Source: an optimization exercise on an open RTL-to-GDS flow (aim: small area and a short achievable clock period). Production flows keep margins and buffers that such runs may drop. The RTL was checked by simulation tests, not by an equivalence proof against the original design. Power is estimated from default activity; no workload was simulated.

==> flow/design.v <==
`default_nettype none
module rate_divider(
    input  logic clk,
    input  logic rst,
    input  logic speed_up,
    input  logic speed_down,
    input  logic speed_reset,
    output logic newclock
);
localparam logic [15:0] SAT = 16'hFFFF;
logic [15:0] mB, mP;
logic        st_up, st_dn;   
logic [15:0] el;       
logic        hi;       
logic        rc;
logic [15:0] SA, WP;
logic [15:0] mA, S_rc, S_rc22, S_sr, S_hd, el_n, WP_n;
logic        hi_n, newclock_n, rc_n;
div_core core (
    .mB(mB), .st_up(st_up), .st_dn(st_dn), .mP(mP), .el(el), .hi(hi), .rc(rc),
    .SA(SA), .WP(WP), .newclock(newclock),
    .mA(mA), .S_rc(S_rc), .S_sr(S_sr), .S_hd(S_hd),
    .el_n(el_n), .hi_n(hi_n), .WP_n(WP_n),
    .newclock_n(newclock_n), .rc_n(rc_n)
);
wire [15:0] mB_n = speed_reset ? 16'd22 : mP;
wire [15:0] SA_n = rc ? (speed_reset ? 16'd44 : S_rc)
                      : (speed_reset ? S_sr : S_hd);
always_ff @(posedge clk, posedge rst)
    if (rst) begin
        mB <= 16'd22;
        st_up <= 1'b0;
        st_dn <= 1'b0;
        mP <= 16'd22;
        el <= 16'd1;
        hi <= 1'b0;
        rc <= 1'b0;
        newclock <= 1'b0;
        SA <= 16'd22;
        WP <= 16'd22;
    end else begin
        mB <= mB_n;
        st_up <= ~speed_reset & speed_up;
        st_dn <= ~speed_reset & ~speed_up & speed_down;
        mP <= mA;
        el <= el_n;
        hi <= hi_n;
        SA <= SA_n;
        WP <= WP_n;
        rc <= rc_n;
        newclock <= newclock_n;
    end
endmodule
module div_core(
    input  logic [15:0] mB,
    input  logic        st_up,
    input  logic        st_dn,
    input  logic [15:0] mP,
    input  logic [15:0] el,
    input  logic        hi,
    input  logic        rc,
    input  logic [15:0] SA,
    input  logic [15:0] WP,
    input  logic        newclock,
    output logic [15:0] mA,           
    output logic [15:0] S_rc,         
    output logic [15:0] S_sr,         
    output logic [15:0] S_hd,         
    output logic [15:0] el_n,
    output logic        hi_n,
    output logic [15:0] WP_n,
    output logic        newclock_n,
    output logic        rc_n
);
localparam logic [15:0] SAT = 16'hFFFF;
function automatic logic gt16(input logic [15:0] a, input logic [15:0] c);
    logic g;
    g = 1'b0;
    for (int i = 0; i < 16; i++) g = c[i] ? (a[i] & g) : (a[i] | g);
    gt16 = g;
endfunction
function automatic logic gt17(input logic [16:0] a, input logic [16:0] c);
    logic g;
    g = 1'b0;
    for (int i = 0; i < 17; i++) g = c[i] ? (a[i] & g) : (a[i] | g);
    gt17 = g;
endfunction
function automatic logic [17:0] add17(input logic [16:0] a, input logic [16:0] b,
                                      input logic ci);
    logic c;
    c = ci;
    for (int i = 0; i < 17; i++) begin
        add17[i] = a[i] ^ b[i] ^ c;
        c = (a[i] & b[i]) | (c & (a[i] ^ b[i]));
    end
    add17[17] = c;
endfunction
logic [16:0] cm;
always_comb begin
    cm[0] = st_up | st_dn;
    for (int i = 0; i < 16; i++) begin
        mA[i] = mB[i] ^ cm[i];
        cm[i+1] = cm[i] & (mB[i] ^ st_dn);
    end
end
logic [15:0] xl;
logic [16:0] cx;
always_comb begin
    cx[0] = 1'b1;
    for (int i = 0; i < 16; i++) begin
        xl[i] = el[i] ^ cx[i];
        cx[i+1] = cx[i] & el[i];
    end
end
wire        c16  = cx[16];                  
wire        dmax = ~hi & ~(|el);
wire        ebig = hi;
wire [17:0] WA_r = add17({1'b0, SA}, st_dn ? {1'b1, ~el} : st_up ? {1'b0, el} : 17'd0, st_dn);
wire [15:0] WA   = (&SA | WA_r[16]) ? SAT : WA_r[15:0];
wire [17:0] VA_r = add17({1'b0, WA}, {1'b0, mA}, 1'b0);
wire [16:0] VA   = VA_r[16:0];                           
wire [15:0] VA_s = VA[15:0];
wire        VA_c = VA[16];
wire        mA_gt25k = gt16(mA, 16'd25000);
wire        mA_gt50k = gt16(mA, 16'd50000);
wire        mP_gt50k = gt16(mP, 16'd50000);
wire        E1 = dmax ? mA_gt25k
                      : (~mA_gt50k & ~ebig & ~gt16(WA, 16'd25000) & gt17(VA, 17'd25000));
wire        E2 = dmax | (~mA_gt50k & (ebig | gt17(VA, 17'd50000)));
assign newclock_n = E1 | (~E2 & newclock);
assign rc_n       = ~E1 & E2;
wire [17:0] B_r  = add17({1'b0, WP}, hi ? {16'b0, c16} : {1'b0, mP}, 1'b0);
wire [16:0] B    = B_r[16:0];
wire [15:0] x_hi = hi ? B[15:0] : {15'b0, c16};
wire        xbig = |x_hi;
assign el_n       = rc ? 16'd2 : xl;
assign hi_n       = ~rc & xbig;
assign WP_n       = rc ? (mA[15] ? SAT : {mA[14:0], 1'b0}) : xbig ? x_hi : (VA_c ? SAT : VA_s);
wire [12:0] x   = xl[12:0];                                
wire [17:0] x3  = add17({4'b0, x[12:0]}, {3'b0, x[12:0], 1'b0}, 1'b0);
wire [17:0] x8  = add17({3'b0, x3[16:3]}, {4'b0, x[12:0]}, 1'b0);
wire [16:0] x11 = {x8[13:0], x3[2:0]};
assign S_rc = mP[15] ? SAT : {mP[14:0], 1'b0};
assign S_sr = (xbig | (|xl[15:12]) | x11[16] | x11[15]) ? SAT : {x11[14:0], 1'b0};
assign S_hd = (mP_gt50k | ebig | B[16]) ? SAT : B[15:0];
endmodule
module address_gen(
    input  logic        clk,
    input  logic        rst,
    input  logic        en,
    input  logic [7:0]  kbd,
    output logic        idle,
    output logic [22:0] addr
);
localparam logic [1:0] idleFW = 2'b00, idleBW = 2'b01, FW = 2'b10, BW = 2'b11;
logic [1:0]  state;
logic [22:0] nextaddr;
logic [22:0] addr_inc, addr_dec;
logic        wrapF, wrapB;
addr_core core (.addr(addr), .addr_inc(addr_inc), .addr_dec(addr_dec),
                .wrapF(wrapF), .wrapB(wrapB));
wire D = (kbd == 8'h44) | (kbd == 8'h64);
wire E = (kbd == 8'h45) | (kbd == 8'h65);
wire B = (kbd == 8'h42) | (kbd == 8'h62);
wire F = (kbd == 8'h46) | (kbd == 8'h66);
wire R = (kbd == 8'h52) | (kbd == 8'h72);
assign idle = state[1];
wire s_iF = state == idleFW;
wire s_iB = state == idleBW;
wire s_F  = state == FW;
wire s_B  = state == BW;
wire sel_up   = (s_iF & E) | (s_iB & B) | (s_F & ~wrapF & ~R & ~B & ~D)
              | (s_B & ~wrapB & ~R & F);
wire sel_dn   = (s_F & ~wrapF & ~R & B) | (s_B & ~wrapB & ~R & ~F & ~D);
wire sel_top  = s_B & (wrapB | R);
wire sel_hold = ((s_iF | s_iB) & ~R & ~sel_up)
              | ((s_F | s_B) & ~(s_F ? wrapF : wrapB) & ~R & D);
logic [1:0] state_n;
always_comb begin
    state_n = state;
    case (state)
    idleFW: if (~R & B) state_n = idleBW;
            else if (~R & E) state_n = FW;
    idleBW: if (~R & F) state_n = idleFW;
            else if (~R & B) state_n = BW;
    FW:     if (~wrapF & ~R & B) state_n = BW;
            else if (~wrapF & ~R & D) state_n = idleFW;
    default: if (~wrapB & ~R & F) state_n = FW;
            else if (~wrapB & ~R & D) state_n = idleBW;
    endcase
end
wire [22:0] next_n = ({23{sel_up}}   & addr_inc)
                   | ({23{sel_dn}}   & addr_dec)
                   | ({23{sel_hold}} & addr)
                   | ({23{sel_top}}  & 23'h7ffff);
always_ff @(posedge clk, posedge rst)
    if (rst) begin
        state    <= idleFW;
        nextaddr <= 23'd0;
        addr     <= 23'd0;
    end else if (en) begin
        addr     <= nextaddr;
        nextaddr <= next_n;
        state    <= state_n;
    end
endmodule
module addr_core(
    input  logic [22:0] addr,
    output logic [22:0] addr_inc,
    output logic [22:0] addr_dec,
    output logic        wrapF,
    output logic        wrapB
);
logic [23:0] flip_up, flip_dn;
always_comb begin
    flip_up[0] = 1'b1;
    flip_dn[0] = 1'b1;
    for (int i = 1; i < 24; i++) begin
        flip_up[i] = flip_up[i-1] & addr[i-1];
        flip_dn[i] = flip_dn[i-1] & ~addr[i-1];
    end
end
assign addr_inc = addr ^ flip_up[22:0];
assign addr_dec = addr ^ flip_dn[22:0];
assign wrapF    = flip_up[19] & ~(|addr[22:19]);
assign wrapB    = flip_dn[23];
endmodule
module flash_fsm(
    input  logic        clk,
    input  logic        rst,
    input  logic        direction,
    input  logic [31:0] readdata,
    input  logic        readdatavalid,
    input  logic        idle,
    input  logic        newclock1,
    output logic [15:0] audiodata,
    output logic        flash_read,
    output logic [3:0]  flash_byteenable
);
localparam logic [2:0] START = 3'b110, READ = 3'b111, WAITREAD = 3'b100,
                       PLAY1 = 3'b000, PLAY2 = 3'b001;
logic [2:0] state;
always_ff @(posedge clk, posedge rst)
    if (rst) begin
        state     <= START;
        audiodata <= 16'b0;
    end else
        case (state)
        START:    if (idle) state <= READ;
        READ:     state <= WAITREAD;
        WAITREAD: if (readdatavalid) state <= PLAY1;
        PLAY1: begin
            audiodata <= direction ? readdata[31:16] : readdata[15:0];
            if (newclock1) state <= direction ? START : PLAY2;
        end
        PLAY2: begin
            audiodata <= direction ? readdata[15:0] : readdata[31:16];
            if (newclock1) state <= START;
        end
        default:  state <= START;
        endcase
assign flash_read       = state[2];
assign flash_byteenable = {4{state[1]}};
endmodule
`default_nettype wire
`default_nettype none
module ipod_player(
    input  logic        clk,
    input  logic        reset,
    input  logic [7:0]  kbd_ascii,
    input  logic        speed_up,
    input  logic        speed_down,
    input  logic        speed_reset,
    input  logic        direction,
    input  logic [31:0] flash_readdata,
    input  logic        flash_readdatavalid,
    output logic        flash_read,
    output logic [3:0]  flash_byteenable,
    output logic [22:0] flash_address,
    output logic [15:0] audio_data,
    output logic        sample_clk
);
logic newclock1;      
logic newclock1_q;    
logic edgeclock1;     
logic idle;
rate_divider div1 (
    .clk(clk), .rst(reset),
    .speed_up(speed_up), .speed_down(speed_down), .speed_reset(speed_reset),
    .newclock(newclock1)
);
always_ff @(posedge clk, posedge reset)
    if (reset) begin
        newclock1_q <= 1'b0;
        edgeclock1  <= 1'b0;
    end else begin
        newclock1_q <= newclock1;
        edgeclock1  <= newclock1_q;
    end
address_gen addressset (
    .clk(clk), .rst(reset),
    .en(newclock1 & ~newclock1_q),
    .kbd(kbd_ascii),
    .idle(idle),
    .addr(flash_address)
);
flash_fsm flash (
    .clk(clk), .rst(reset),
    .direction(direction),
    .readdata(flash_readdata),
    .readdatavalid(flash_readdatavalid),
    .idle(idle),
    .newclock1(edgeclock1),
    .audiodata(audio_data),
    .flash_read(flash_read),
    .flash_byteenable(flash_byteenable)
);
assign sample_clk = newclock1;
endmodule
`default_nettype wire
==> flow/flow/run.sh <==
#!/bin/bash
# Layout flow:
#  2. the same synthesis again with the modules kept apart and each module's
#     combinational logic mapped again by ABC for area (flow/synth_remap.tcl);
#     the registers must come out exactly as in 1 (names and cell types),
#     otherwise the flow goes on with the standard synthesis;
#  3. the standard layout, with port buffers made from buf_1 and a clock
#     tree without dummy loads.
set -euo pipefail
WORK=$(pwd)
R=$WORK/orfs/results/sky130hd/ipod_player/base
LIB=$FLOW_HOME/platforms/sky130hd/lib/sky130_fd_sc_hd__tt_025C_1v80.lib
export BUFFER_PORTS_ARGS="-buffer_cell sky130_fd_sc_hd__buf_1"
CTS="-sink_clustering_enable -repair_clock_nets -buf_list sky130_fd_sc_hd__clkbuf_8 -dont_use_dummy_load"

# list of (register instance, cell type) in a netlist
regs() { grep -oE '^\s*sky130_fd_sc_hd__(df|sdf|edf)\w+\s+\S+' "$1" | awk '{print $2, $1}' | sort; }

# 1. standard synthesis
bash standard.sh synth > flow_1_synth_standard.log 2>&1
cp $R/1_2_yosys.v $WORK/netlist_standard.v
regs $WORK/netlist_standard.v > $WORK/regs_standard.txt

# 2. synthesis with re-mapping
python3 flow/genmodels.py $LIB $WORK/comb_models.v '__fa_[0-9]' > flow_2_models.log 2>&1
export REMAP_MODELS=$WORK/comb_models.v
export REMAP_ABC_SCRIPT=$WORK/flow/abc_area.script
sed "s|SYNTH_SCRIPT=[^ ]*|SYNTH_SCRIPT=$WORK/flow/synth_remap.tcl|" standard.sh > $WORK/remap_standard.sh
rm -rf $WORK/orfs
if bash remap_standard.sh synth SYNTH_HIERARCHICAL=1 > flow_3_synth_remap.log 2>&1 \
   && regs $R/1_2_yosys.v > $WORK/regs_remap.txt \
   && cmp -s $WORK/regs_standard.txt $WORK/regs_remap.txt; then
  echo "re-mapped synthesis used" > flow_choice.txt
  SH=remap_standard.sh
else
  echo "re-mapped synthesis not used; standard synthesis instead" > flow_choice.txt
  rm -rf $WORK/orfs
  bash standard.sh synth > flow_3_synth_standard_again.log 2>&1
  SH=standard.sh
fi

# 3. layout
bash $SH finish SYNTH_HIERARCHICAL=1 SETUP_SLACK_MARGIN=78.0 CTS_ARGS="$CTS" > flow_4_layout.log 2>&1
==> flow/flow/abc_area.script <==
strash
&get -n
&fraig -x
&put
scorr
dc2
strash
&get -n
&dch -f
&nf -R 1000
&put
strash
&get -n
&dch -f
&nf -R 1000
&put
strash
&get -n
&dch -f
&nf -R 1000
&put
==> flow/flow/genmodels.py <==
# Writes Verilog models (one assign per output, from the liberty 'function')
# of the combinational cells of a liberty file.
# usage: genmodels.py LIBERTY OUT.v [SKIP_REGEX]
# Cells whose names match SKIP_REGEX get no model (they stay as they are).
import re, sys
lib = open(sys.argv[1]).read()
out = []
names = []
pos = 0
for m in re.finditer(r'\n\s*cell\s*\(\s*"?(\w+)"?\s*\)\s*\{', lib):
    name = m.group(1)
    if len(sys.argv) > 3 and re.search(sys.argv[3], name): continue
    # find the cell body by brace matching
    i = m.end(); depth = 1
    while depth:
        c = lib[i]
        if c == '{': depth += 1
        elif c == '}': depth -= 1
        i += 1
    body = lib[m.end():i]
    if re.search(r'\b(ff|latch|statetable)\s*\(', body) or 'three_state' in body: continue
    pins = []
    for pm in re.finditer(r'\n\s*pin\s*\(\s*"?(\w+)"?\s*\)\s*\{', body):
        j = pm.end(); d = 1
        while d:
            c = body[j]
            if c == '{': d += 1
            elif c == '}': d -= 1
            j += 1
        pb = body[pm.end():j]
        dirm = re.search(r'direction\s*:\s*"?(\w+)"?', pb)
        fm = re.search(r'\bfunction\s*:\s*"([^"]*)"', pb)
        pins.append((pm.group(1), dirm.group(1) if dirm else None, fm.group(1) if fm else None))
    outs = [p for p in pins if p[1] == 'output']
    ins = [p for p in pins if p[1] == 'input']
    if not outs or any(o[2] is None for o in outs): continue
    def conv(f):
        f = f.replace('!', '~').replace('*', '&').replace('+', '|')
        # juxtaposition AND: "A B" -> "A & B"
        f = re.sub(r'(\w|\))\s+(?=(\w|\(|~))', r'\1 & ', f)
        return f
    decl = ', '.join([f'input {p[0]}' for p in ins] + [f'output {p[0]}' for p in outs])
    lines = [f'module {name}({decl});'] + [f'  assign {o[0]} = {conv(o[2])};' for o in outs] + ['endmodule']
    out.append('\n'.join(lines)); names.append(name)
open(sys.argv[2], 'w').write('\n'.join(out) + '\n')
print(len(names), 'models')
==> flow/flow/synth_remap.tcl <==
# The standard flow's synthesis script (synth_recipe.tcl) with one step added: after ORFS's
# synthesis, which keeps each module apart (SYNTH_HIERARCHICAL=1), the
# combinational cells of each module are mapped again by ABC with an
# area-oriented script. The full adders and the registers are left as they
# are. The modules are then flattened and renamed as synth_recipe.tcl does.
proc synth {args} { yosys synth -nofsm -noshare {*}$args }
source $::env(SCRIPTS_DIR)/synth.tcl

techmap -map $::env(REMAP_MODELS)
opt -purge
techmap
opt -fast -purge
abc {*}$lib_args {*}$lib_dont_use_args -script $::env(REMAP_ABC_SCRIPT)
opt_clean -purge

# left out here: clear keep_hierarchy, flatten, clean up
splitnets
opt_clean -purge
hilomap -singleton \
    -hicell {*}$::env(TIEHI_CELL_AND_PORT) \
    -locell {*}$::env(TIELO_CELL_AND_PORT)
insbuf -buf {*}$::env(MIN_BUF_CELL_AND_PORTS)
check -assert -mapped
tee -o $::env(REPORTS_DIR)/synth_remap_stat.txt stat {*}$lib_args
# left out here: hide names made inside functions, write 1_2_yosys.v
==> flow/standard.sh <==
#!/bin/bash
# synth_recipe.tcl (not shown) runs the flow's synth.tcl, then flattens the netlist and writes it again
# the make line also repeats each setting of config.mk as NAME=value (left out here)
make -C /OpenROAD-flow-scripts/flow DESIGN_CONFIG=/design/flow/config.mk WORK_HOME=/design/flow/orfs CLKGATE_MAP_FILE= SYNTH_SCRIPT=/design/flow/synth_recipe.tcl "${@:-finish}"
==> flow/config.mk <==
export PLATFORM = sky130hd
export DESIGN_NAME = ipod_player
export DESIGN_NICKNAME = ipod_player
export VERILOG_FILES = /design/flow/design.v
export SDC_FILE = /design/flow/constraint.sdc
export NUM_CORES = 4
export LEC_CHECK = 0
export CAP_MARGIN = 20
export CORE_MARGIN = 2
export CORE_UTILIZATION = 60
export CTS_BUF_LIST = sky130_fd_sc_hd__clkbuf_8
export SETUP_SLACK_MARGIN = 5
export SLEW_MARGIN = 20
==> flow/constraint.sdc <==
create_clock -name core_clock -period 100.0 [get_ports {clk}]
set_input_delay 20.0000 -clock core_clock [delete_from_list [all_inputs] [get_ports {clk}]]
set_output_delay 20.0000 -clock core_clock [all_outputs]
set_load 0.01 [all_outputs]
==> results.yml, run 1 <==
run_status:
  status: "finished clean"
sta:
  fmax_mhz: 46.3
  fin_worst_skew_ns: 0.0220
  period_share: 0.216
  tightest_slew_ns: 1.07
  setup_viol: 0
  rsz0062_at_grt: "false"
  timing.setup.tns_ns: 0
  finalCriticalPeriod_ns: 21.62
  drv_slew: 0
  hold_viol_final: 0
  relSlewSlack: 0.284
clocking:
  worstSkewPairLatency_ns: 0.47
  cts_hold_buf: 0
  cts_sinks: 154
  path_clk_slew_ns: 0.07
  cts_buffers: 17
  cts_root_buf: "clkbuf_8"
  ctsHtreeMaxLevel: 4
  cts_tree: "yes"
  clockBufferDepth: 2
global_routing:
  grt_max_degree: 54
  met2_usage: 0.478
  grt_usage: 0.283
  antenna_found_initial: 0
  grt_pass1_wl_um: 40400
  grt_pass1_vias: 8227
  grt.busiest_layer: "met2"
  use_met3: 0.0428
  grt-ovfl-total: 0
  use_met1: 0.371
synth:
  synth_fp_nets: 1229
  ys_warn_count: 12
  syn_avg_cell_area_um2: 9.18
  synth_area_mm2: 0.0102
  syn_inst: 1115
setup_path:
  worstPathArrival_ns: 21.93
  required_ns: 100.31
  crit_fanout: 23
  worstSetupEndpointType: "register"
  worstSetupPathType: "input port to register"
  cp-start-kind: "input port"
die:
  core-area_mm2: 0.0166
  fp.dieW_um: 135
  dieHeight_um: 135
  rows: 47
  fp.dieArea_mm2: 0.0181
  top_level_ports: 92
  initial_core_util: 0.615
routing:
  vias_per_cell: 5.85
  ant_nets: 0
  firstDrtPassIters: 5
  drc_errors: 0
  avgRoutedWirePerCell_um: 16.7
  drt_iter0_drc: 669
  wirelength_um: 24200
  vias: 8484
cells_and_area:
  multiInputGateArea_mm2: 0.00601
  regArea_mm2: 0.00387
  drive_above_1_share: 0.0431
  most-common-layout-cells: "dfrtp_1 (138), nand2_1 (129), nor2_1 (109), a21oi_1 (106), clkinv_1 (91)"
  antenna_cells_inserted: 0
  final_common_cell: "dfrtp_1"
  fin_nets: 1347
  syn_to_final_growth_pct: 9.39
  nFillCells: 1471
  fin_area_mm2: 0.0112
pwr:
  total_power_uw: 334
  p_per_area_mw_per_mm2: 29.9
  leakagePower_nw: 4.40
  worst_ir_drop_vdd_mv: 0.0140
place:
  gp_congestion: 0.936
  dpl_cell_area_mm2: 0.0109
  io_buffers: 90
  hpwl_um: 17600
flow_run:
  maxCapViolations: 0
worst_hold_path:
  hold_path_class: "register to register"
## per-stage QoR
step                      hold WS (ns)  setup slack [ns]   util  cells
after global placement           0.415             77.77  0.657   1433
after detailed placement         0.424             77.77  0.657   1433
after global routing             0.453             78.20  0.673   1451
after floorplan                  0.354             78.13      -   1115
after CTS                        0.442             78.24  0.671   1450
final                            0.446             78.38  0.673   1451
## repair_timing
item	CTS	global route
setup endpoints to repair	0	14
gates resized for setup	0	1
setup buffers	0	0
## path summary, 6_finish.rpt
kind,from,endpoint,slack [ns],cells past startpoint
setup / recovery,kbd_ascii[7],addressset.nextaddr[20]$_DFFE_PP0P_,78.38,9
hold / removal,newclock1_q$_DFF_PP0_,edgeclock1$_DFF_PP0_,0.45,0
setup reg to reg,div1.st_dn$_DFF_PP0_,div1.newclock$_DFF_PP0_,84.47,58
hold reg to reg,newclock1_q$_DFF_PP0_,edgeclock1$_DFF_PP0_,0.45,0
max in group asynchronous,reset,div1.rc$_DFF_PP0_,79.24,3
min in group asynchronous,reset,newclock1_q$_DFF_PP0_,19.44,2
## registers in the layout (all words and copies together), names as in the netlist, 16 cells and up
register / count
div1.mP: 16
addressset.nextaddr: 23
flash.audiodata: 16
div1.mB: 16
addressset.addr: 23
div1.el: 16
div1.SA: 16
div1.WP: 16
## routing by layer
| layer | wire [µm] | part of all wire | up-vias |
|---|---|---|---|
| li1 | - | - | 4072 |
| met2 | 12000 | 0.50 | 233 |
| met1 | 10400 | 0.43 | 4132 |
| met5 | 0 | 0 | - |
| met3 | 1080 | 0.045 | 47 |
| met4 | 742 | 0.031 | 0 |
## power breakdown
| group | switching (mW) | internal (mW) |
|---|---|---|
| combinational | 0.107 | 0.0838 |
| clock | 0.0203 | 0.0150 |
| sequential | 0.0220 | 0.0862 |
| total | 0.149 | 0.185 |
## final cells by class
type	instances	area share
tap	220	0.0246
inverter	93	0.0313
timing repair buffer	103	0.0400
sequential	154	0.346
multi-input combinational	864	0.537
clock buffer	17	0.0209
## worst max-delay path: stages
cell and delay, ns:
buf_1 0.07, nor2_1 0.09, nand2_1 0.10, nor4_1 0.66
a31o_1 0.22, o21ai_1 0.08, buf_4 0.21, a222oi_1 0.38
a21oi_1 0.11
==> run 2, diff against run 1 <==
--- a/flow/flow/run.sh
+++ b/flow/flow/run.sh
@@ -40,4 +40,4 @@
 fi
 
 # 3. layout
-bash $SH finish SYNTH_HIERARCHICAL=1 SETUP_SLACK_MARGIN=78.0 CTS_ARGS="$CTS" > flow_4_layout.log 2>&1
+bash $SH finish SYNTH_HIERARCHICAL=1 SETUP_SLACK_MARGIN=78.3 CTS_ARGS="$CTS" > flow_4_layout.log 2>&1
==> results.yml, run 2 <==
run_status:
  status: "finished clean"
routing:
  drt_iter0_drc: 552
  drc_errors: 0
  firstDrtPassIters: 7
  wirelength_um: 24100
  ant_nets: 0
  avgRoutedWirePerCell_um: 16.6
  vias: 8427
  vias_per_cell: 5.82
setup_path:
  worstSetupEndpointType: "register"
  required_ns: 100.37
  worstSetupPathType: "input port to register"
  crit_fanout: 11
  worstPathArrival_ns: 21.87
  r2r_start: "div1.st_dn$_DFF_PP0_"
  cp-start-kind: "input port"
  cp-startpoint: "kbd_ascii[7]"
sta:
  hold_viol_final: 0
  rsz0062_at_grt: "false"
  timing.setup.tns_ns: 0
  relSlewSlack: 0.251
  setup_viol: 0
  fin_worst_skew_ns: 0.0267
  period_share: 0.215
  finalCriticalPeriod_ns: 21.50
  tightest_slew_ns: 1.12
  drv_slew: 0
  fmax_mhz: 46.5
synth:
  synth_area_mm2: 0.0102
  synth_fp_nets: 1229
  syn_inst: 1115
  syn_avg_cell_area_um2: 9.18
  ys_warn_count: 12
clocking:
  worstSkewPairLatency_ns: 0.45
  cts_hold_buf: 0
  cts_root_buf: "clkbuf_8"
  clockBufferDepth: 2
  path_clk_slew_ns: 0.07
  cts_tree: "yes"
  postCtsSetupBuffers: 0
  cts_buffers: 17
  ctsHtreeMaxLevel: 4
  cts_sinks: 154
place:
  gp_congestion: 0.937
  hpwl_um: 17300
  io_buffers: 90
pwr:
  total_power_uw: 333
  p_per_area_mw_per_mm2: 29.7
  worst_ir_drop_vdd_mv: 0.0146
  leakagePower_nw: 4.39
cells_and_area:
  antenna_cells_inserted: 0
  syn_to_final_growth_pct: 9.51
  fin_nets: 1345
  nFillCells: 1456
  drive_above_1_share: 0.0439
  final_common_cell: "dfrtp_1"
  top_regs: "addressset.addr (23), addressset.nextaddr (23)"
  most-common-layout-cells: "dfrtp_1 (138), nand2_1 (129), nor2_1 (109), a21oi_1 (106), clkinv_1 (91)"
die:
  fp.dieArea_mm2: 0.0181
  initial_core_util: 0.615
  top_level_ports: 92
  dieHeight_um: 135
  rows: 47
  core-area_mm2: 0.0166
  fp.dieW_um: 135
global_routing:
  grt_pass1_wl_um: 40100
  grt_pass1_vias: 8194
  antenna_found_initial: 0
  grt-ovfl-total: 0
  grt_max_degree: 59
  grt_usage: 0.280
worst_hold_path:
  min_from: "newclock1_q$_DFF_PP0_"
  hold_path_class: "register to register"
flow_run:
  maxCapViolations: 0
run 2: cell count changes in the layout (fill, tap and decap cells not counted), sizes merged:
cell	delta
buf	-4
clkbuf	+1
clkinv	+1
inv	-1
o32ai	+1
run 2: repair_timing:
action	CTS	global route
pin swaps	0	1
gates resized for setup	1	3
cloned	0	1
setup endpoints to repair	7	23
run 2: layout make-up:
type	instances	area [µm²]	share of cell area
multi-input combinational	865	6060	0.540
sequential	154	3870	0.346
timing repair buffer	100	414	0.0370
inverter	93	352	0.0314
tap	220	275	0.0246
clock buffer	17	234	0.0209
run 2: final timing paths:
check / slack [ns] / endpoint / cells after the start
max in group asynchronous: 79.25 / div1.rc$_DFF_PP0_ / 3
max reg2reg: 84.34 / div1.newclock$_DFF_PP0_ / 58
min reg2reg: 0.44 / edgeclock1$_DFF_PP0_ / 0
max: 78.50 / addressset.nextaddr[16]$_DFFE_PP0P_ / 8
min in group asynchronous: 19.46 / newclock1_q$_DFF_PP0_ / 2
min: 0.44 / edgeclock1$_DFF_PP0_ / 0
run 2: stage by stage:
step	cells	hold slack [ns]	worst slack, ns	utilization	cell area, µm²
after floorplan	1115	0.354	78.32	-	10300
after global placement	1431	0.414	77.74	0.657	10900
after detailed placement	1431	0.421	77.78	0.657	10900
after CTS	1448	0.437	78.34	0.671	11200
after global routing	1449	0.447	78.34	0.673	11200
final	1449	0.438	78.50	0.673	11200
run 2: layer usage:
metal  vias to the layer above  share of wire  routed length [µm]  track usage
li1                       4075              -                   -            -
met1                      4110           0.44               10600        0.366
met2                       209           0.50               12100        0.490
met3                        33          0.039                 941       0.0413
met4                         0          0.020                 486       0.0795
met5                         -              0                   0            0
run 2: worst max-delay path: stages:
cell,delay (ns)
buf_1,0.07
nor2_1,0.09
nand2_1,0.11
nor3_1,0.26
nand2_1,0.24
o32ai_2,0.72
a222oi_1,0.19
a21oi_1,0.19
run 2: where the power goes:
part / total, mW / switching (mW) / internal, mW
Clock: 0.0349 / 0.0199 / 0.0150
Combinational: 0.190 / 0.106 / 0.0834
Sequential: 0.108 / 0.0222 / 0.0862
Total: 0.333 / 0.148 / 0.185
==> run 3, diff against run 2 <==
--- a/flow/design.v
+++ b/flow/design.v
@@ -155,15 +155,14 @@
 localparam logic [1:0] idleFW = 2'b00, idleBW = 2'b01, FW = 2'b10, BW = 2'b11;
 logic [1:0]  state;
 logic [22:0] nextaddr;
-logic [22:0] addr_inc, addr_dec;
-logic        wrapF, wrapB;
-addr_core core (.addr(addr), .addr_inc(addr_inc), .addr_dec(addr_dec),
-                .wrapF(wrapF), .wrapB(wrapB));
+logic        op_up, op_dn, op_set;    
 wire D = (kbd == 8'h44) | (kbd == 8'h64);
 wire E = (kbd == 8'h45) | (kbd == 8'h65);
 wire B = (kbd == 8'h42) | (kbd == 8'h62);
 wire F = (kbd == 8'h46) | (kbd == 8'h66);
 wire R = (kbd == 8'h52) | (kbd == 8'h72);
+wire wrapF = addr == 23'h7ffff;
+wire wrapB = addr == 23'd0;
 assign idle = state[1];
 wire s_iF = state == idleFW;
 wire s_iB = state == idleBW;
@@ -189,42 +188,34 @@
             else if (~wrapB & ~R & D) state_n = idleBW;
     endcase
 end
-wire [22:0] next_n = ({23{sel_up}}   & addr_inc)
-                   | ({23{sel_dn}}   & addr_dec)
-                   | ({23{sel_hold}} & addr)
-                   | ({23{sel_top}}  & 23'h7ffff);
+logic [22:0] flip;
+always_comb begin
+    flip[0] = op_up | op_dn;
+    for (int i = 1; i < 23; i++) flip[i] = flip[i-1] & (nextaddr[i-1] ^ op_dn);
+end
+wire [22:0] applied = op_set ? (op_dn ? 23'h7ffff : 23'd0) : (nextaddr ^ flip);
 always_ff @(posedge clk, posedge rst)
     if (rst) begin
         state    <= idleFW;
         nextaddr <= 23'd0;
         addr     <= 23'd0;
+        op_up    <= 1'b0;
+        op_dn    <= 1'b0;
+        op_set   <= 1'b0;
     end else if (en) begin
         addr     <= nextaddr;
-        nextaddr <= next_n;
+        nextaddr <= addr;
         state    <= state_n;
+        op_up    <= sel_up;
+        op_dn    <= sel_dn | sel_top;
+        op_set   <= ~(sel_up | sel_dn | sel_hold);
+    end else begin
+        nextaddr <= applied;
+        op_up    <= 1'b0;
+        op_dn    <= 1'b0;
+        op_set   <= 1'b0;
     end
 endmodule
-module addr_core(
-    input  logic [22:0] addr,
-    output logic [22:0] addr_inc,
-    output logic [22:0] addr_dec,
-    output logic        wrapF,
-    output logic        wrapB
-);
-logic [23:0] flip_up, flip_dn;
-always_comb begin
-    flip_up[0] = 1'b1;
-    flip_dn[0] = 1'b1;
-    for (int i = 1; i < 24; i++) begin
-        flip_up[i] = flip_up[i-1] & addr[i-1];
-        flip_dn[i] = flip_dn[i-1] & ~addr[i-1];
-    end
-end
-assign addr_inc = addr ^ flip_up[22:0];
-assign addr_dec = addr ^ flip_dn[22:0];
-assign wrapF    = flip_up[19] & ~(|addr[22:19]);
-assign wrapB    = flip_dn[23];
-endmodule
 module flash_fsm(
     input  logic        clk,
     input  logic        rst,
--- a/flow/flow/run.sh
+++ b/flow/flow/run.sh
@@ -27,7 +27,7 @@
 export REMAP_ABC_SCRIPT=$WORK/flow/abc_area.script
 sed "s|SYNTH_SCRIPT=[^ ]*|SYNTH_SCRIPT=$WORK/flow/synth_remap.tcl|" standard.sh > $WORK/remap_standard.sh
 rm -rf $WORK/orfs
-if bash remap_standard.sh synth SYNTH_HIERARCHICAL=1 > flow_3_synth_remap.log 2>&1 \
+if bash remap_standard.sh synth > flow_3_synth_remap.log 2>&1 \
    && regs $R/1_2_yosys.v > $WORK/regs_remap.txt \
    && cmp -s $WORK/regs_standard.txt $WORK/regs_remap.txt; then
   echo "re-mapped synthesis used" > flow_choice.txt
@@ -40,4 +40,4 @@
 fi
 
 # 3. layout
-bash $SH finish SYNTH_HIERARCHICAL=1 SETUP_SLACK_MARGIN=78.3 CTS_ARGS="$CTS" > flow_4_layout.log 2>&1
+bash $SH finish SETUP_SLACK_MARGIN=78.3 CTS_ARGS="$CTS" > flow_4_layout.log 2>&1
==> results.yml, run 3 <==
routing:
  ant_nets: 0
  firstDrtPassIters: 5
  vias: 8435
  drt_iter0_drc: 658
  wirelength_um: 24600
  drc_errors: 0
  vias_per_cell: 5.87
  avgRoutedWirePerCell_um: 17.2
setup_path:
  r2r_start: "div1.st_dn$_DFF_PP0_"
  path_buf_inv: 1
  cpMostUsedCell: "nor2_1"
  worstSetupEndpointType: "register"
  crit_chain: "buf_1, nor3b_1, nand3b_1, nor2_1, nand2_1, nor2_1, a2111oi_0, nor2_1, nand3_1, mux2_1"
  cpLargestDelayFamily: "simple AND/OR/NAND/NOR gates"
  ff2ff_setup_slack_ns: 84.55
  r2r-end: "div1.newclock$_DFF_PP0_"
  slowest_delay_ns: 0.34
  ff2ff_path_depth: 52
  required_ns: 100.34
  worstPathArrival_ns: 21.63
  cp-start-kind: "input port"
  critPathSlowestCell: "mux2_1"
  worstSetupPathType: "input port to register"
  worst-path-stages: 10
  crit_fanout: 4
global_routing:
  grt_usage: 0.291
  antenna_found_initial: 0
  grt_pass1_wl_um: 40600
  met2_usage: 0.483
  grt-ovfl-total: 0
  grt.busiest_layer: "met2"
  grt_max_degree: 103
  grt_pass1_vias: 8234
  use_met3: 0.0479
  use_met1: 0.384
sta:
  rsz0062_at_grt: "false"
  fmax_mhz: 47.0
  relSlewSlack: 0.254
  hold_viol_final: 0
  fin_worst_skew_ns: 0.0250
  period_share: 0.213
  finalCriticalPeriod_ns: 21.29
  tightest_slew_ns: 1.11
  drv_slew: 0
  setup_viol: 0
  timing.setup.tns_ns: 0
  setup_slack_ns: 78.71
clocking:
  clockBufferDepth: 2
  path_clk_slew_ns: 0.08
  ctsHtreeMaxLevel: 4
  cts_tree: "yes"
  worstSkewPairLatency_ns: 0.46
  postCtsSetupBuffers: 0
  cts_root_buf: "clkbuf_8"
  post_cts_resized: 0
  cts_sinks: 157
  cts_buffers: 17
  cts_hold_buf: 0
die:
  core-area_mm2: 0.0160
  dieHeight_um: 132
  initial_core_util: 0.618
  top_level_ports: 92
  rows: 46
  fp.dieArea_mm2: 0.0175
  fp.dieW_um: 132
place:
  hpwl_um: 17900
  io_buffers: 90
  dpl_cell_area_mm2: 0.0106
  gp_congestion: 0.937
  pre_cts_ws_ns: 78.28
  dp.cells: 1420
cells_and_area:
  syn_to_final_growth_pct: 9.17
  top_regs: "addressset.addr (23), addressset.nextaddr (23)"
  fin_area_mm2: 0.0108
  antenna_cells_inserted: 0
  final_common_cell: "nand2_1"
  drive_above_1_share: 0.0369
  instances_no_fill: 1437
  most-common-layout-cells: "nand2_1 (188), dfrtp_1 (142), nor2_1 (99), a21oi_1 (96), o21ai_0 (93)"
  fin_nets: 1337
  final_core_util: 0.675
  nFillCells: 1428
synth:
  ys_warn_count: 5
  synth_area_mm2: 0.00989
  syn_avg_cell_area_um2: 8.93
  synth_fp_nets: 1222
  syn_inst: 1108
flow_run:
  maxCapViolations: 0
worst_hold_path:
  holdPathStages: 0
  hold_path_class: "register to register"
  hold_path_end: "edgeclock1$_DFF_PP0_"
  min_from: "newclock1_q$_DFF_PP0_"
pwr:
  p_per_area_mw_per_mm2: 27.9
  leakagePower_nw: 4.42
  worst_ir_drop_vdd_mv: 0.0135
run_status:
  status: "finished clean"
-- run 3: final cells by class --
cell class / count / area [µm²] / share of cell area
multi-input combinational: 860 / 5600 / 0.519
sequential: 157 / 3950 / 0.365
tap: 216 / 270 / 0.0250
timing repair buffer: 100 / 413 / 0.0382
clock buffer: 17 / 234 / 0.0217
inverter: 87 / 332 / 0.0307
-- run 3: report_power, final --
group	switching (mW)	internal [mW]	total [mW]	leakage, nW
sequential	0.0190	0.0837	0.103	2.00
clock	0.0209	0.0150	0.0359	0.122
combinational	0.0946	0.0677	0.162	2.30
total	0.134	0.166	0.301	4.42
-- run 3: how the worst max path moves through the flow --
| stage | from | end | slack, ns |
|---|---|---|---|
| global placement | kbd_ascii[7] | addressset.state[1]$_DFFE_PP0P_ | 78.29 |
| global route | kbd_ascii[7] | addressset.state[1]$_DFFE_PP0P_ | 78.44 |
| CTS | flash.state[1]$_DFFE_PP1P_ | flash_byteenable[3] | 78.72 |
| finish | kbd_ascii[7] | addressset.state[1]$_DFFE_PP0P_ | 78.71 |
| floorplan | reset | addressset.addr[0]$_DFFE_PP0P_ | 78.34 |
| detailed placement | kbd_ascii[7] | addressset.state[1]$_DFFE_PP0P_ | 78.28 |
-- run 3: worst register-to-register path: cells and delay by family, from the launching register on --
family	cells	cell delay [ns]
adders and majority gates	31	10.91
and+or+nand+nor	6	1.46
buffers and inverters	10	1.05
AOI/OAI and AO/OA	4	0.98
DFF	1	0.73
xor gates and xnor gates	1	0.27
-- run 3: per-layer routing --
metal | up-vias | share of wire
li1 | 4056 | -
met1 | 4075 | 0.43
met2 | 251 | 0.50
met3 | 53 | 0.046
met4 | 0 | 0.029
met5 | - | 0
-- run 3: metrics by stage --
step | hold WS (ns) | power (mW)
CTS | 0.459 | 0.302
global placement | 0.430 | 0.263
floorplan | 0.366 | 0.218
finish | 0.461 | 0.301
global route | 0.479 | 0.328
detailed placement | 0.436 | 0.266
==> run 4, diff against run 3 <==
--- a/flow/flow/run.sh
+++ b/flow/flow/run.sh
@@ -40,4 +40,4 @@
 fi
 
 # 3. layout
-bash $SH finish SETUP_SLACK_MARGIN=78.3 CTS_ARGS="$CTS" > flow_4_layout.log 2>&1
+bash $SH finish CTS_ARGS="$CTS" > flow_4_layout.log 2>&1
==> results.yml, run 4 <==
run_status:
  status: "finished clean"
die:
  dieHeight_um: 132
  top_level_ports: 92
  fp.dieW_um: 132
  initial_core_util: 0.618
  fp.dieArea_mm2: 0.0175
  core-area_mm2: 0.0160
  rows: 46
synth:
  syn_avg_cell_area_um2: 8.93
  ys_warn_count: 5
  syn_inst: 1108
  synth_fp_nets: 1222
  synth_area_mm2: 0.00989
setup_path:
  ff2ff_path_depth: 52
  worstSetupPathType: "input port to register"
  required_ns: 100.33
  slowest_delay_ns: 0.34
  r2r-end: "div1.newclock$_DFF_PP0_"
  crit_fanout: 4
  cp-start-kind: "input port"
  r2r_start: "div1.st_dn$_DFF_PP0_"
  crit_chain: "buf_1, nor3b_1, nand3b_1, nor2_1, nand2_1, nor2_1, a2111oi_0, nor2_1, nand3_1, mux2_1"
  worstPathArrival_ns: 21.62
  critPathSlowestCell: "mux2_1"
  cpMostUsedCell: "nor2_1"
  ff2ff_setup_slack_ns: 84.63
  worstSetupEndpointType: "register"
pwr:
  leakagePower_nw: 4.43
  combPwrFrac: 0.542
  internal-power_uw: 167
  pwr-share-seq: 0.341
  worst_ir_drop_vdd_mv: 0.0130
  swShare: 0.445
  total_switching_power_uw: 134
  pwr-share-clk: 0.118
  p_per_area_mw_per_mm2: 27.8
clocking:
  cts_sinks: 157
  cts_tree: "yes"
  clockBufferDepth: 2
  cts_root_buf: "clkbuf_8"
  worstSkewPairLatency_ns: 0.45
  cts_hold_buf: 0
  post_cts_resized: 0
  ctsHtreeMaxLevel: 4
  cts_buffers: 17
  path_clk_slew_ns: 0.07
  postCtsSetupBuffers: 0
sta:
  fin_worst_skew_ns: 0.0192
  rsz0062_at_grt: "false"
  relSlewSlack: 0.368
  setup_viol: 0
  drv_slew: 0
  finalCriticalPeriod_ns: 21.29
  timing.setup.tns_ns: 0
  period_share: 0.213
  fmax_mhz: 47.0
  tightest_slew_ns: 0.939
  hold_viol_final: 0
routing:
  vias_per_cell: 5.90
  firstDrtPassIters: 5
  drt_iter0_drc: 628
  wirelength_um: 24600
  drc_errors: 0
  ant_nets: 0
  vias: 8496
  avgRoutedWirePerCell_um: 17.1
global_routing:
  grt_pass1_vias: 8102
  antenna_found_initial: 0
  grt_max_degree: 93
  grt_usage: 0.291
  grt_pass1_wl_um: 40800
  grt-ovfl-total: 0
worst_hold_path:
  min_from: "newclock1_q$_DFF_PP0_"
  hold_path_class: "register to register"
  hold_path_end: "edgeclock1$_DFF_PP0_"
  holdPathStages: 0
cells_and_area:
  instances_no_fill: 1439
  top_regs: "addressset.addr (23), addressset.nextaddr (23)"
  fin_area_mm2: 0.0108
  syn_to_final_growth_pct: 9.32
  antenna_cells_inserted: 0
  fin_nets: 1339
  drive_above_1_share: 0.0384
  most-common-layout-cells: "nand2_1 (188), dfrtp_1 (142), nor2_1 (99), a21oi_1 (96), o21ai_0 (93)"
  final_common_cell: "nand2_1"
place:
  io_buffers: 90
  gp_congestion: 0.942
  hpwl_um: 17800
  dpl_cell_area_mm2: 0.0106
  dp.cells: 1422
flow_run:
  maxCapViolations: 0
run 4: cell types whose count changed in the layout (fill, tap and decap cells not counted):
cell | before | now
buf_4 | 10 | 12
run 4: metrics by stage:
stage / util / total power [mW] / worst slack, ns / hold slack [ns]
after floorplan: - / 0.218 / 77.22 / 0.366
after global placement: 0.661 / 0.263 / 78.29 / 0.432
after detailed placement: 0.661 / 0.266 / 78.27 / 0.440
after CTS: 0.675 / 0.302 / 78.74 / 0.454
after global routing: 0.676 / 0.328 / 78.40 / 0.476
final: 0.676 / 0.301 / 78.71 / 0.454
run 4: power by group through the flow:
stage | clock [mW] | combinational, mW | sequential, mW
6_report | 0.0354 | 0.163 | 0.102
5_1_grt | 0.0387 | 0.184 | 0.105
4_1_cts | 0.0362 | 0.164 | 0.102
3_5_place_dp | 0 | 0.163 | 0.103
3_3_place_gp | 0 | 0.160 | 0.103
2_1_floorplan | 0 | 0.116 | 0.102
run 4: cell type report:
class                           instances  area (µm²)
Inverter                               87         332
Multi-Input combinational cell        860        5600
Fill cell                            1380        5180
Sequential cell                       157        3950
Clock buffer                           17         234
Tap cell                              216         270
Timing Repair Buffer                  102         428
run 4: routing by layer:
| layer | wire length, µm | vias to the layer above | part of all wire | global-route usage |
|---|---|---|---|---|
| met5 | 0 | - | 0 | 0 |
| met4 | 607 | 0 | 0.025 | 0.110 |
| li1 | - | 4060 | - | - |
| met1 | 10200 | 4078 | 0.42 | 0.387 |
| met2 | 12400 | 311 | 0.50 | 0.488 |
| met3 | 1330 | 47 | 0.054 | 0.0444 |
run 4: worst max-delay path, delay by kind of cell:
family / cells / cell delay (ns)
muxes: 1 / 0.34
and+or+nand+nor: 7 / 1.11
AOI/OAI and AO/OA: 1 / 0.08
buffers and inverters: 1 / 0.07
run 4: worst max path at each step:
| stage | startpoint | end |
|---|---|---|
| 5_1_grt | kbd_ascii[7] | addressset.state[1]$_DFFE_PP0P_ |
| 3_5_place_dp | kbd_ascii[7] | addressset.state[1]$_DFFE_PP0P_ |
| 2_1_floorplan | reset | addressset.addr[0]$_DFFE_PP0P_ |
| 3_3_place_gp | kbd_ascii[7] | addressset.state[1]$_DFFE_PP0P_ |
| 6_report | kbd_ascii[7] | addressset.state[1]$_DFFE_PP0P_ |
| 4_1_cts | flash.state[1]$_DFFE_PP1P_ | flash_byteenable[0] |
==> run 5, diff against run 4 <==
--- a/flow/flow/run.sh
+++ b/flow/flow/run.sh
@@ -1,7 +1,7 @@
 #!/bin/bash
 # Layout flow:
-#  2. the same synthesis again with the modules kept apart and each module's
-#     combinational logic mapped again by ABC for area (flow/synth_remap.tcl);
+#  2. the same synthesis again, with its combinational logic mapped again by
+#     ABC for area (flow/synth_remap.tcl);
 #     the registers must come out exactly as in 1 (names and cell types),
 #     otherwise the flow goes on with the standard synthesis;
 #  3. the standard layout, with port buffers made from buf_1 and a clock
--- a/flow/flow/synth_remap.tcl
+++ b/flow/flow/synth_remap.tcl
@@ -1,8 +1,8 @@
 # The standard flow's synthesis script (synth_recipe.tcl) with one step added: after ORFS's
-# synthesis, which keeps each module apart (SYNTH_HIERARCHICAL=1), the
-# combinational cells of each module are mapped again by ABC with an
-# area-oriented script. The full adders and the registers are left as they
-# are. The modules are then flattened and renamed as synth_recipe.tcl does.
+# synthesis, the combinational cells are mapped again by ABC with an
+# area-oriented script (flow/abc_area.script). The full adders and the
+# registers are left as they are. The design is then flattened and renamed as
+# synth_recipe.tcl does.
 proc synth {args} { yosys synth -nofsm -noshare {*}$args }
 source $::env(SCRIPTS_DIR)/synth.tcl
 
==> results.yml, run 5 <==
clocking:
  ctsHtreeMaxLevel: 4
  postCtsSetupBuffers: 0
  cts_sinks: 157
  cts_hold_buf: 0
  path_clk_slew_ns: 0.07
  worstSkewPairLatency_ns: 0.45
  clockBufferDepth: 2
  post_cts_resized: 0
  cts_buffers: 17
  cts_tree: "yes"
  cts_root_buf: "clkbuf_8"
setup_path:
  worstSetupPathType: "input port to register"
  worstPathArrival_ns: 21.62
  crit_fanout: 4
  worstSetupEndpointType: "register"
  required_ns: 100.33
  cp-start-kind: "input port"
die:
  dieHeight_um: 132
  top_level_ports: 92
  rows: 46
  initial_core_util: 0.618
  fp.dieW_um: 132
  fp.dieArea_mm2: 0.0175
  core-area_mm2: 0.0160
cells_and_area:
  most-common-layout-cells: "nand2_1 (188), dfrtp_1 (142), nor2_1 (99), a21oi_1 (96), o21ai_0 (93)"
  regArea_mm2: 0.00395
  antenna_cells_inserted: 0
  instances_no_fill: 1439
  fin_nets: 1339
  nFillCells: 1380
  multiInputGateArea_mm2: 0.00560
  top_regs: "addressset.addr (23), addressset.nextaddr (23)"
  drive_above_1_share: 0.0384
  final_common_cell: "nand2_1"
  syn_to_final_growth_pct: 9.32
synth:
  synth_area_mm2: 0.00989
  syn_inst: 1108
  syn_avg_cell_area_um2: 8.93
  synth_fp_nets: 1222
  ys_warn_count: 5
pwr:
  leakagePower_nw: 4.43
  worst_ir_drop_vdd_mv: 0.0130
  p_per_area_mw_per_mm2: 27.8
routing:
  vias: 8496
  avgRoutedWirePerCell_um: 17.1
  drt_iter0_drc: 628
  ant_nets: 0
  drc_errors: 0
  wirelength_um: 24600
  vias_per_cell: 5.90
  firstDrtPassIters: 5
global_routing:
  antenna_found_initial: 0
  grt_max_degree: 93
  grt_pass1_vias: 8102
  grt_usage: 0.291
  grt-ovfl-total: 0
  grt_pass1_wl_um: 40800
sta:
  fmax_mhz: 47.0
  finalCriticalPeriod_ns: 21.29
  rsz0062_at_grt: "false"
  period_share: 0.213
  fin_worst_skew_ns: 0.0192
  relSlewSlack: 0.368
  setup_viol: 0
  tightest_slew_ns: 0.939
  hold_viol_final: 0
  timing.setup.tns_ns: 0
  drv_slew: 0
place:
  hpwl_um: 17800
  io_buffers: 90
  gp_congestion: 0.942
  dp.cells: 1422
worst_hold_path:
  hold_path_class: "register to register"
flow_run:
  maxCapViolations: 0
run_status:
  status: "finished clean"
run 5: report_power, final:
group / total (mW) / switching, mW / internal [mW]
registers: 0.102 / 0.0188 / 0.0837
clock network: 0.0354 / 0.0204 / 0.0150
logic: 0.163 / 0.0947 / 0.0682
run 5: final timing paths:
path / from / endpoint / slack [ns] / cells past startpoint
worst max register to register: div1.st_dn$_DFF_PP0_ / div1.newclock$_DFF_PP0_ / 84.63 / 52
worst max-delay path: kbd_ascii[7] / addressset.state[1]$_DFFE_PP0P_ / 78.71 / 10
max in group asynchronous: reset / div1.SA[0]$_DFF_PP0_ / 78.93 / 3
min in group asynchronous: reset / flash.audiodata[15]$_DFFE_PP0P_ / 19.71 / 2
worst min register to register: newclock1_q$_DFF_PP0_ / edgeclock1$_DFF_PP0_ / 0.45 / 0
worst min-delay path: newclock1_q$_DFF_PP0_ / edgeclock1$_DFF_PP0_ / 0.45 / 0
run 5: through the flow:
stage,cell area (µm²),hold slack (ns),setup WS [ns],utilization,power (mW)
after global placement,10600,0.432,78.29,0.661,0.263
after detailed placement,10600,0.440,78.27,0.661,0.266
after floorplan,9890,0.366,77.22,-,0.218
after global routing,10800,0.476,78.40,0.676,0.328
after CTS,10800,0.454,78.74,0.675,0.302
final,10800,0.454,78.71,0.676,0.301
run 5: final cells by class:
cell class	instances	share of cell area
Clock buffer	17	0.0216
Inverter	87	0.0307
Multi-Input combinational cell	860	0.518
Sequential cell	157	0.365
Tap cell	216	0.0250
Timing Repair Buffer	102	0.0396
run 5: critical path: stages:
cell	delay [ns]
buf_1	0.07
nor3b_1	0.32
nand3b_1	0.18
nor2_1	0.15
nand2_1	0.10
nor2_1	0.15
a2111oi_0	0.08
nor2_1	0.10
nand3_1	0.11
mux2_1	0.34
run 5: metal layers:
metal / track usage / vias up / routed length (µm)
met4: 0.110 / 0 / 607
met5: 0 / - / 0
met3: 0.0444 / 47 / 1330
met1: 0.387 / 4078 / 10200
met2: 0.488 / 311 / 12400
li1: - / 4060 / -
==> run 6, diff against run 5 <==
--- a/flow/design.v
+++ b/flow/design.v
@@ -10,6 +10,7 @@
 localparam logic [15:0] SAT = 16'hFFFF;
 logic [15:0] mB, mP;
 logic        st_up, st_dn;   
+logic        st_22;          
 logic [15:0] el;       
 logic        hi;       
 logic        rc;
@@ -17,7 +18,7 @@
 logic [15:0] mA, S_rc, S_rc22, S_sr, S_hd, el_n, WP_n;
 logic        hi_n, newclock_n, rc_n;
 div_core core (
-    .mB(mB), .st_up(st_up), .st_dn(st_dn), .mP(mP), .el(el), .hi(hi), .rc(rc),
+    .mB(mB), .st_up(st_up), .st_dn(st_dn), .st_22(st_22), .mP(mP), .el(el), .hi(hi), .rc(rc),
     .SA(SA), .WP(WP), .newclock(newclock),
     .mA(mA), .S_rc(S_rc), .S_sr(S_sr), .S_hd(S_hd),
     .el_n(el_n), .hi_n(hi_n), .WP_n(WP_n),
@@ -31,6 +32,7 @@
         mB <= 16'd22;
         st_up <= 1'b0;
         st_dn <= 1'b0;
+        st_22 <= 1'b0;
         mP <= 16'd22;
         el <= 16'd1;
         hi <= 1'b0;
@@ -42,6 +44,7 @@
         mB <= mB_n;
         st_up <= ~speed_reset & speed_up;
         st_dn <= ~speed_reset & ~speed_up & speed_down;
+        st_22 <= speed_reset & ~rc;
         mP <= mA;
         el <= el_n;
         hi <= hi_n;
@@ -55,6 +58,7 @@
     input  logic [15:0] mB,
     input  logic        st_up,
     input  logic        st_dn,
+    input  logic        st_22,
     input  logic [15:0] mP,
     input  logic [15:0] el,
     input  logic        hi,
@@ -115,7 +119,8 @@
 wire        c16  = cx[16];                  
 wire        dmax = ~hi & ~(|el);
 wire        ebig = hi;
-wire [17:0] WA_r = add17({1'b0, SA}, st_dn ? {1'b1, ~el} : st_up ? {1'b0, el} : 17'd0, st_dn);
+wire [16:0] WA_b = st_22 ? {1'b0, el[11:0], 4'b0} : st_dn ? {1'b1, ~el} : st_up ? {1'b0, el} : 17'd0;
+wire [17:0] WA_r = add17({1'b0, SA}, WA_b, st_dn);
 wire [15:0] WA   = (&SA | WA_r[16]) ? SAT : WA_r[15:0];
 wire [17:0] VA_r = add17({1'b0, WA}, {1'b0, mA}, 1'b0);
 wire [16:0] VA   = VA_r[16:0];                           
@@ -138,10 +143,8 @@
 assign WP_n       = rc ? (mA[15] ? SAT : {mA[14:0], 1'b0}) : xbig ? x_hi : (VA_c ? SAT : VA_s);
 wire [12:0] x   = xl[12:0];                                
 wire [17:0] x3  = add17({4'b0, x[12:0]}, {3'b0, x[12:0], 1'b0}, 1'b0);
-wire [17:0] x8  = add17({3'b0, x3[16:3]}, {4'b0, x[12:0]}, 1'b0);
-wire [16:0] x11 = {x8[13:0], x3[2:0]};
 assign S_rc = mP[15] ? SAT : {mP[14:0], 1'b0};
-assign S_sr = (xbig | (|xl[15:12]) | x11[16] | x11[15]) ? SAT : {x11[14:0], 1'b0};
+assign S_sr = (xbig | (|xl[15:12])) ? SAT : {x3[14:0], 1'b0};
 assign S_hd = (mP_gt50k | ebig | B[16]) ? SAT : B[15:0];
 endmodule
 module address_gen(
==> flow/flow/abc_area.script (replaced) <==
strash
&get -n
&fraig -x
&put
scorr
dc2
strash
&get -n
&dch -f
&nf -R 2000
&put
strash
&get -n
&dch -f
&nf -R 2000
&put
strash
&get -n
&dch -f
&nf -R 2000
&put
strash
&get -n
&dch -f
&nf -R 2000
&put
==> results.yml, run 6 <==
routing:
  drc_errors: 0
  avgRoutedWirePerCell_um: 17.1
  vias_per_cell: 5.89
  wirelength_um: 24400
  drt_iter0_drc: 593
  vias: 8411
  firstDrtPassIters: 5
  ant_nets: 0
global_routing:
  grt-ovfl-total: 0
  grt_pass1_vias: 8167
  antenna_found_initial: 0
  grt_pass1_wl_um: 40600
  grt_max_degree: 95
  grt_usage: 0.296
place:
  dpl_cell_area_mm2: 0.0104
  hpwl_um: 18000
  io_buffers: 90
  gp_congestion: 0.899
sta:
  hold_viol_final: 0
  fmax_mhz: 46.6
  fin_worst_skew_ns: 0.0172
  timing.setup.tns_ns: 0
  rsz0062_at_grt: "false"
  drv_slew: 0
  tightest_slew_ns: 1.12
  setup_viol: 0
  period_share: 0.215
  relSlewSlack: 0.252
  finalCriticalPeriod_ns: 21.48
clocking:
  cts_buffers: 17
  path_clk_slew_ns: 0.08
  postCtsSetupBuffers: 0
  cts_tree: "yes"
  cts_hold_buf: 0
  cts_root_buf: "clkbuf_8"
  cts_sinks: 158
  ctsHtreeMaxLevel: 4
  clockBufferDepth: 2
  post_cts_resized: 0
  worstSkewPairLatency_ns: 0.46
synth:
  synth_area_mm2: 0.00972
  syn_inst: 1099
  synth_fp_nets: 1203
  ys_warn_count: 5
  syn_avg_cell_area_um2: 8.84
cells_and_area:
  top_regs: "addressset.addr (23), addressset.nextaddr (23)"
  antenna_cells_inserted: 0
  fin_nets: 1319
  most-common-layout-cells: "nor2_1 (192), dfrtp_1 (142), nand2_1 (126), o21ai_0 (92), buf_1 (90)"
  fin_area_mm2: 0.0106
  final_common_cell: "nor2_1"
  drive_above_1_share: 0.0404
  syn_to_final_growth_pct: 9.57
run_status:
  status: "finished clean"
setup_path:
  crit_chain: "buf_1, nor2_1, nand2_1, nor4_2, o21ai_0, nor2_1, o21ai_0, a311oi_1, a22o_1"
  critPathSlowestCell: "nor4_2"
  cp-start-kind: "input port"
  worstSetupPathType: "input port to register"
  crit_fanout: 9
  path_buf_inv: 1
  worstPathArrival_ns: 21.86
  cpLargestDelayFamily: "simple AND/OR/NAND/NOR gates"
  worstSetupEndpointType: "register"
  required_ns: 100.38
  slowest_delay_ns: 0.58
pwr:
  worst_ir_drop_vdd_mv: 0.0176
  pwr-share-clk: 0.117
  total_switching_power_uw: 136
  leakagePower_nw: 4.32
  swShare: 0.446
  total_power_uw: 304
  combPwrFrac: 0.514
  internal-power_uw: 168
  pwr-share-seq: 0.369
  p_per_area_mw_per_mm2: 28.5
die:
  dieHeight_um: 131
  top_level_ports: 92
  rows: 46
  core-area_mm2: 0.0159
  initial_core_util: 0.612
  fp.dieW_um: 131
  fp.dieArea_mm2: 0.0172
worst_hold_path:
  hold_path_class: "register to register"
flow_run:
  maxCapViolations: 0
-- run 6: path summary, 6_finish.rpt --
kind | startpoint | endpoint | slack, ns | cells past startpoint
max in group asynchronous | reset | div1.el[5]$_DFF_PP0_ | 78.89 | 3
hold reg to reg | newclock1_q$_DFF_PP0_ | edgeclock1$_DFF_PP0_ | 0.46 | 0
min in group asynchronous | reset | div1.st_dn$_DFF_PP0_ | 19.72 | 2
hold / removal | newclock1_q$_DFF_PP0_ | edgeclock1$_DFF_PP0_ | 0.46 | 0
setup / recovery | kbd_ascii[7] | addressset.state[0]$_DFFE_PP0P_ | 78.52 | 9
setup reg to reg | div1.st_dn$_DFF_PP0_ | div1.newclock$_DFF_PP0_ | 85.03 | 55
-- run 6: layer usage --
metal | wire length, µm | global-route usage | vias up
met4 | 644 | 0.111 | 0
met2 | 12500 | 0.517 | 219
met1 | 10200 | 0.373 | 4099
li1 | - | - | 4046
met3 | 1070 | 0.0463 | 47
met5 | 0 | 0 | -
-- run 6: cell type report --
class,count,area [µm²]
multi-input combinational,871,5500
fill,1383,5240
sequential,158,3970
timing repair buffer,101,420
tap,216,270
inverter,66,253
clock buffer,17,234
-- run 6: metrics by stage --
| step | hold WS [ns] | utilization | cells | setup slack [ns] |
|---|---|---|---|---|
| after floorplan | 0.366 | - | 1099 | 77.20 |
| after global placement | 0.433 | 0.655 | 1412 | 77.76 |
| after detailed placement | 0.445 | 0.655 | 1412 | 77.79 |
| after CTS | 0.464 | 0.670 | 1429 | 78.24 |
| after global routing | 0.479 | 0.670 | 1429 | 78.26 |
| final | 0.456 | 0.670 | 1429 | 78.52 |
-- run 6: power by group through the flow --
stage	clock [mW]	combinational, mW	sequential, mW
3_3_place_gp	0	0.153	0.112
5_1_grt	0.0388	0.179	0.116
2_1_floorplan	0	0.113	0.110
4_1_cts	0.0367	0.157	0.112
3_5_place_dp	0	0.157	0.113
6_report	0.0356	0.156	0.112
==> run 7, diff against run 6 <==
--- a/flow/flow/run.sh
+++ b/flow/flow/run.sh
@@ -11,7 +11,7 @@
 R=$WORK/orfs/results/sky130hd/ipod_player/base
 LIB=$FLOW_HOME/platforms/sky130hd/lib/sky130_fd_sc_hd__tt_025C_1v80.lib
 export BUFFER_PORTS_ARGS="-buffer_cell sky130_fd_sc_hd__buf_1"
-CTS="-sink_clustering_enable -repair_clock_nets -buf_list sky130_fd_sc_hd__clkbuf_8 -dont_use_dummy_load"
+CTS="-sink_clustering_enable -repair_clock_nets -buf_list sky130_fd_sc_hd__clkbuf_8 -dont_use_dummy_load -sink_clustering_size 30 -sink_clustering_max_diameter 200 -sink_clustering_levels 1"
 
 # list of (register instance, cell type) in a netlist
 regs() { grep -oE '^\s*sky130_fd_sc_hd__(df|sdf|edf)\w+\s+\S+' "$1" | awk '{print $2, $1}' | sort; }
==> results.yml, run 7 <==
sta:
  setup_viol: 0
  setup_slack_ns: 78.52
  tightest_slew_ns: 1.12
  period_share: 0.215
  rsz0062_at_grt: "false"
  fin_worst_skew_ns: 0.0172
  relSlewSlack: 0.252
  finalCriticalPeriod_ns: 21.48
  drv_slew: 0
  fin_hold_ws_ns: 0.456
  hold_viol_final: 0
  fmax_mhz: 46.6
  timing.setup.tns_ns: 0
cells_and_area:
  nFillCells: 1383
  antenna_cells_inserted: 0
  fin_nets: 1319
  most-common-layout-cells: "nor2_1 (192), dfrtp_1 (142), nand2_1 (126), o21ai_0 (92), buf_1 (90)"
  top_regs: "addressset.addr (23), addressset.nextaddr (23)"
  syn_to_final_growth_pct: 9.57
  drive_above_1_share: 0.0404
  regArea_mm2: 0.00397
  multiInputGateArea_mm2: 0.00550
  final_common_cell: "nor2_1"
global_routing:
  antenna_found_initial: 0
  grt_usage: 0.296
  grt_pass1_vias: 8167
  grt_pass1_wl_um: 40600
  grt_max_degree: 95
  grt-ovfl-total: 0
synth:
  syn_avg_cell_area_um2: 8.84
  syn_inst: 1099
  synth_fp_nets: 1203
  ys_warn_count: 5
  synth_area_mm2: 0.00972
routing:
  vias_per_cell: 5.89
  wirelength_um: 24400
  avgRoutedWirePerCell_um: 17.1
  drt_iter0_drc: 593
  ant_nets: 0
  vias: 8411
  firstDrtPassIters: 5
  drc_errors: 0
clocking:
  cts_tree: "yes"
  postCtsSetupBuffers: 0
  post_cts_resized: 0
  ctsHtreeMaxLevel: 4
  clockBufferDepth: 2
  path_clk_slew_ns: 0.08
  cts_root_buf: "clkbuf_8"
  worstSkewPairLatency_ns: 0.46
  cts_buffers: 17
  cts_sinks: 158
  cts_hold_buf: 0
setup_path:
  worstPathArrival_ns: 21.86
  ff2ff_setup_slack_ns: 85.03
  cp-startpoint: "kbd_ascii[7]"
  worstSetupPathType: "input port to register"
  r2r-end: "div1.newclock$_DFF_PP0_"
  crit_fanout: 9
  r2r_start: "div1.st_dn$_DFF_PP0_"
  ff2ff_path_depth: 55
  required_ns: 100.38
  worstSetupEndpointType: "register"
  cp-start-kind: "input port"
worst_hold_path:
  min_from: "newclock1_q$_DFF_PP0_"
  hold_path_class: "register to register"
  holdPathStages: 0
  hold_path_end: "edgeclock1$_DFF_PP0_"
die:
  top_level_ports: 92
  fp.dieArea_mm2: 0.0172
  fp.dieW_um: 131
  core-area_mm2: 0.0159
  dieHeight_um: 131
  rows: 46
  initial_core_util: 0.612
pwr:
  worst_ir_drop_vdd_mv: 0.0176
  pwr-share-clk: 0.117
  p_per_area_mw_per_mm2: 28.5
  combPwrFrac: 0.514
  leakagePower_nw: 4.32
  total_switching_power_uw: 136
  pwr-share-seq: 0.369
  swShare: 0.446
  internal-power_uw: 168
run_status:
  status: "finished clean"
place:
  hpwl_um: 18000
  gp_congestion: 0.899
  pre_cts_ws_ns: 77.79
  io_buffers: 90
flow_run:
  maxCapViolations: 0
run 7: critical path, stage by stage:
cell and delay, ns:
buf_1 0.07, nor2_1 0.13, nand2_1 0.09, nor4_2 0.58, o21ai_0 0.20, nor2_1 0.14
o21ai_0 0.13, a311oi_1 0.33, a22o_1 0.19
run 7: metrics by stage:
stage | utilization | power (mW) | cell area (µm²) | cells
2_1_floorplan | - | 0.223 | 9720 | 1099
3_3_place_gp | 0.655 | 0.266 | 10400 | 1412
3_5_place_dp | 0.655 | 0.269 | 10400 | 1412
4_1_cts | 0.670 | 0.306 | 10600 | 1429
5_1_grt | 0.670 | 0.334 | 10600 | 1429
6_report | 0.670 | 0.304 | 10600 | 1429
run 7: area by class of cell:
| cell class | instances | share of cell area |
|---|---|---|
| clock buffer | 17 | 0.0220 |
| timing repair buffer | 101 | 0.0395 |
| sequential | 158 | 0.373 |
| inverter | 66 | 0.0237 |
| multi-input combinational | 871 | 0.516 |
| tap | 216 | 0.0254 |
run 7: worst max path at each step:
stage                                      end  slack (ns)  cells after the start
4_1_cts        addressset.state[0]$_DFFE_PP0P_       78.24                      9
2_1_floorplan   addressset.addr[0]$_DFFE_PP0P_       77.20                      1
3_3_place_gp   addressset.state[0]$_DFFE_PP0P_       77.76                      8
6_report       addressset.state[0]$_DFFE_PP0P_       78.52                      9
3_5_place_dp   addressset.state[0]$_DFFE_PP0P_       77.79                      9
5_1_grt        addressset.state[0]$_DFFE_PP0P_       78.26                      9
run 7: layer usage:
layer  vias to the layer above  part of all wire  GRT usage
met3                        47             0.044     0.0463
met1                      4099              0.42      0.373
met2                       219              0.51      0.517
met5                         -                 0          0
met4                         0             0.026      0.111
li1                       4046                 -          -
run 7: power by group through the flow:
| stage | sequential, mW | combinational (mW) | clock (mW) |
|---|---|---|---|
| finish | 0.112 | 0.156 | 0.0356 |
| global route | 0.116 | 0.179 | 0.0388 |
| CTS | 0.112 | 0.157 | 0.0367 |
| detailed placement | 0.113 | 0.157 | 0 |
| global placement | 0.112 | 0.153 | 0 |
| floorplan | 0.110 | 0.113 | 0 |

==> what the ideal ports hide <==
How much do the figures lean on ideal ports? The routed layouts below were timed once more, with nothing changed but the port constraints.
Step 1: set_driving_cell puts a clkbuf_16 on clk and a buf_2 on each other input, an assumption about the parent block.
Step 2, shift: input delay + t, output delay - t, t = (earliest + latest rising clock arrival at the registers) / 2. This alone moves slack from input paths to output paths.
Slacks: no drivers / after step 1 / after step 2; pairs: no drivers / after step 1.
run | t (ns) | slack for setup (ns) | slew at the worst register clock pin (ns) | worst data-port slew with drivers (ns) | cell pins on the clock port's net
run 1 | 0.501 | 78.379 / 78.403 / 77.902 | 0.08 / 0.08 | 0.04 | 1
run 2 | 0.479 | 78.495 / 78.516 / 78.037 | 0.09 / 0.09 | 0.05 | 1
run 3 | 0.493 | 78.710 / 78.711 / 78.239 | 0.09 / 0.09 | 0.04 | 1
run 4 | 0.483 | 78.714 / 78.729 / 78.250 | 0.08 / 0.08 | 0.05 | 1
run 5 | 0.483 | 78.714 / 78.729 / 78.250 | 0.08 / 0.08 | 0.05 | 1
run 6 | 0.493 | 78.525 / 78.547 / 78.054 | 0.08 / 0.08 | 0.04 | 1
run 7 | 0.493 | 78.525 / 78.547 / 78.054 | 0.08 / 0.08 | 0.04 | 1
After both steps every run listed still meets setup and hold. The setup slack of run 1, which loses most, moves by +0.024 ns with the drivers and by -0.477 ns with both steps.
